Source: an optimization exercise on an open RTL-to-GDS flow (aim: small area and a short achievable clock period). Production flows keep margins and buffers that such runs may drop.
Power and IR drop assume default switching activity.

==> flow/design.v <==
module d_register
#(
    parameter WIDTH = 8
)
(
    input [WIDTH - 1 : 0] d ,
    input clk,
    input rst,
    output reg [WIDTH - 1 : 0] q
);
always @ (posedge clk or posedge rst) begin
    if (rst)
        q <= 0;
    else
        q <= d;
end
endmodule
module d_flipflop
(
    input d,
    input clk,
    input rst,
    output reg q
);
always @ (posedge clk or posedge rst) begin
    if (rst)
        q <= 1'b0;
    else
        q <= d;
end
endmodule
module negator
#(
parameter INPUT_WIDTH = 7
)
(
input [INPUT_WIDTH - 1 : 0] in,
input  en,
output [INPUT_WIDTH : 0] out
);
assign out = (en) ? ( (~{1'b0,in}) + 1 ): {1'b0, in}; 
endmodule
module mem_byte
(
    input            clk,
    input            we,
    input            hold,
    input            sel,
    input      [7:0] wd,
    output reg [7:0] q,
    output     [7:0] rd_n
);
always @(posedge clk)
    q <= ({8{we}} & wd) | ({8{hold}} & q);
assign rd_n = ~({8{sel}} & q);
endmodule
module register_file
(
    input            clk,
    input            rst,
    input      [3:0] ld_we,
    input      [3:0] alu_we,
    input      [7:0] r_data,
    input      [7:0] wdata,
    output reg [7:0] q0,
    output reg [7:0] q1,
    output reg [7:0] q2,
    output reg [7:0] q3
);
wire [3:0] keep = ~(ld_we | alu_we);
always @(posedge clk or posedge rst) begin
    if (rst) begin
        q0 <= 8'd0;
        q1 <= 8'd0;
        q2 <= 8'd0;
        q3 <= 8'd0;
    end else begin
        q0 <= ({8{ld_we[0]}} & r_data) | ({8{alu_we[0]}} & wdata) | ({8{keep[0]}} & q0);
        q1 <= ({8{ld_we[1]}} & r_data) | ({8{alu_we[1]}} & wdata) | ({8{keep[1]}} & q1);
        q2 <= ({8{ld_we[2]}} & r_data) | ({8{alu_we[2]}} & wdata) | ({8{keep[2]}} & q2);
        q3 <= ({8{ld_we[3]}} & r_data) | ({8{alu_we[3]}} & wdata) | ({8{keep[3]}} & q3);
    end
end
endmodule
module alu 
# 
(
    parameter WIDTH = 8
)
(
    input wire [WIDTH - 1 : 0] a,
    input wire [WIDTH - 1 : 0] b,
    output reg [WIDTH - 1 : 0] c,
    input wire [1:0] op,
    output wire gt
);
assign gt = a > b;
always @ (a or b or op) begin
    case (op)
        2'b00: c = a + b;
        2'b01: c = ~(a & b);
        default: c = a >> b;
    endcase
end
endmodule
module control_unit
(
input [2:0] instruction,
output [1:0] op,
output branch,
output ldh,
output rd_ram,
output ldc,
output w_reg,
output w_ram
);
assign op = rom_output[7:6];
assign branch = rom_output[5];
assign ldh = rom_output[4];
assign rd_ram = rom_output[3];
assign ldc = rom_output[2];
assign w_reg = rom_output[1];
assign w_ram = rom_output[0];
reg [7:0] rom_output;
always @ (instruction) begin
    case (instruction)
        0: rom_output = 8'b00000010;
        1: rom_output = 8'b01000010;
        2: rom_output = 8'b10000010;
        3: rom_output = 8'b00100000;
        4: rom_output = 8'b00001010;
        5: rom_output = 8'b00000001;
        6: rom_output = 8'b00000110;
        7: rom_output = 8'b00010110;
    endcase
end
endmodule
module top
(
    input rst,
    input clk,
    input button,
    output [5:0] leds,
    output [7:0] imem_addr,
    input [7:0] imem_data
);
reg [7:0] pc;
reg       flag;
wire [7:0] ra, rb, rc, rd;
reg       clr;
wire [7:0] I  = imem_data;
wire [2:0] op = I[7:5];
wire is_bgt = (op == 3'd3);
wire is_ld  = (op == 3'd4);
wire is_str = (op == 3'd5);
wire is_ldc = op[2] & op[1];
wire [1:0] s1 = is_ldc ? {1'b0, I[4]} : I[4:3];
wire [1:0] s2 = I[2:1];
reg [7:0] a, b;
always @(*) begin
    case (s1)
        2'd0: a = ra;
        2'd1: a = rb;
        2'd2: a = rc;
        default: a = rd;
    endcase
    case (s2)
        2'd0: b = ra;
        2'd1: b = rb;
        2'd2: b = rc;
        default: b = rd;
    endcase
end
wire [3:0] s2_oh = 4'd1 << s2;
wire [15:0] lo_r [0:3];
wire [15:0] hi_r [0:3];
genvar gi;
generate
    for (gi = 0; gi < 16; gi = gi + 1) begin : pre_g
        assign lo_r[0][gi] = (ra[3:0] == gi);
        assign lo_r[1][gi] = (rb[3:0] == gi);
        assign lo_r[2][gi] = (rc[3:0] == gi);
        assign lo_r[3][gi] = (rd[3:0] == gi);
        assign hi_r[0][gi] = (ra[7:4] == gi);
        assign hi_r[1][gi] = (rb[7:4] == gi);
        assign hi_r[2][gi] = (rc[7:4] == gi);
        assign hi_r[3][gi] = (rd[7:4] == gi);
    end
endgenerate
wire [15:0] lo_sel = ({16{s2_oh[0]}} & lo_r[0]) | ({16{s2_oh[1]}} & lo_r[1]) |
                     ({16{s2_oh[2]}} & lo_r[2]) | ({16{s2_oh[3]}} & lo_r[3]);
wire [15:0] hi_sel = ({16{s2_oh[0]}} & hi_r[0]) | ({16{s2_oh[1]}} & hi_r[1]) |
                     ({16{s2_oh[2]}} & hi_r[2]) | ({16{s2_oh[3]}} & hi_r[3]);
wire [255:0] sel;
generate
    for (gi = 0; gi < 256; gi = gi + 1) begin : sel_g
        assign sel[gi] = hi_sel[gi / 16] & lo_sel[gi % 16];
    end
endgenerate
wire [7:0] rd_n [0:254];
wire [7:0] mem_q [0:254];
generate
    for (gi = 0; gi < 255; gi = gi + 1) begin : byte_g
        wire we = is_str & sel[gi];
        mem_byte u (.clk(clk), .we(we), .hold(~(we | clr)), .sel(sel[gi]),
                    .wd(a), .q(mem_q[gi]), .rd_n(rd_n[gi]));
    end
endgenerate
reg [7:0] mem_rd;
integer k;
always @(*) begin
    mem_rd = 8'd0;
    for (k = 0; k < 255; k = k + 1)
        mem_rd = mem_rd | ~rd_n[k];
end
wire [7:0] r_data = (mem_rd & {8{~clr}}) | {7'b0, sel[255] & button};
assign leds = ~{mem_q[254][0], mem_q[253][0], mem_q[252][0],
                mem_q[251][0], mem_q[250][0], mem_q[249][0]} | {6{clr}};
wire [7:0] sum  = a + b;
wire [7:0] nnd  = ~(a & b);
wire [7:0] shr  = (b[7:3] != 5'd0) ? 8'd0 : (a >> b[2:0]);
wire       gt   = a > b;
reg [7:0] wdata;
always @(*) begin
    case (op)
        3'd1: wdata = nnd;
        3'd2: wdata = shr;
        3'd6: wdata = {a[7:4], I[3:0]};
        3'd7: wdata = {I[3:0], a[3:0]};
        default: wdata = sum;
    endcase
end
wire [3:0] s1_oh  = 4'd1 << s1;
wire       wr_alu = ~(is_bgt | is_str | is_ld);
register_file regs (.clk(clk), .rst(rst),
                    .ld_we(s1_oh & {4{is_ld}}), .alu_we(s1_oh & {4{wr_alu}}),
                    .r_data(r_data), .wdata(wdata),
                    .q0(ra), .q1(rb), .q2(rc), .q3(rd));
wire [7:0] off  = I[4] ? (8'd0 - {4'd0, I[3:0]}) : {4'd0, I[3:0]};
wire       take = is_bgt & flag;
wire [7:0] pc_next = pc + (take ? off : 8'd1);
always @(posedge clk or posedge rst) begin
    if (rst) begin
        pc   <= 8'd0;
        flag <= 1'b0;
        clr  <= 1'b1;
    end else begin
        pc   <= pc_next;
        flag <= gt;
        clr  <= 1'b0;
    end
end
assign imem_addr = pc;
endmodule
Settings: LEC_CHECK=0, CAP_MARGIN=20, CORE_MARGIN=2, CORE_UTILIZATION=55, CTS_CLUSTER_DIAMETER=120, CTS_CLUSTER_SIZE=30, PLACE_DENSITY=0.65, SETUP_SLACK_MARGIN=3.0, SLEW_MARGIN=20, SYNTH_HIERARCHICAL=1; clock period 7.5 ns.
run.sh (not shown) runs the stock make flow with config.mk's settings and CLKGATE_MAP_FILE= SYNTH_SCRIPT=/design/flow/synth_recipe.tcl, a recipe that flattens the netlist after the stock synthesis.
Change:
- CORE_UTILIZATION: 55 -> 70
- CTS_CLUSTER_DIAMETER: 120 -> not set
- CTS_CLUSTER_SIZE: 30 -> not set
- PLACE_DENSITY: 0.65 -> 0.8
=> First-iteration DRC count rose by 30%; routed wire length fell by 1.6%; register-to-register slack gains 0.14 ns; maximum frequency barely changes; via count rose by 4.6%; clock-buffer cell count rose by 195; global-route usage rose by 8.0 points; total power rose by 23%; worst hold slack loses 0.013 ns; final area rose by 3.9%; clock skew fell by 0.0079 ns.
Function was not checked in any run of this note: the RTL went through the layout flow alone.

==> static timing again, ports no longer ideal <==
The flow's constraints put no driver on any port. The routed layouts listed below were extracted and timed again, unchanged, in two steps.
Step 1 (the two cells are an assumption about what drives the block):
set clk [get_ports {clk}]
set_driving_cell -lib_cell sky130_fd_sc_hd__clkbuf_16 $clk
set_driving_cell -lib_cell sky130_fd_sc_hd__buf_2 [delete_from_list [all_inputs] $clk]
Step 2, shift: input delay + t, output delay - t, t = (earliest + latest rising clock arrival at the registers) / 2. This alone moves slack from input paths to output paths.
Three values: ideal ports, drivers, drivers and shift; two values: the first two.
run	t (ns)	setup WS [ns]	worst setup path at the end	worst register clock-pin slew, ns
the first run	0.831	2.773 / 2.800 / 1.969	input to register	0.12 / 0.12
the second run	0.929	2.771 / 2.783 / 1.854	input to register	0.07 / 0.07
After both steps setup and hold are still met in every run listed. The setup slack of the second run, which loses most, moves by +0.012 ns with the drivers and by -0.917 ns with both steps.
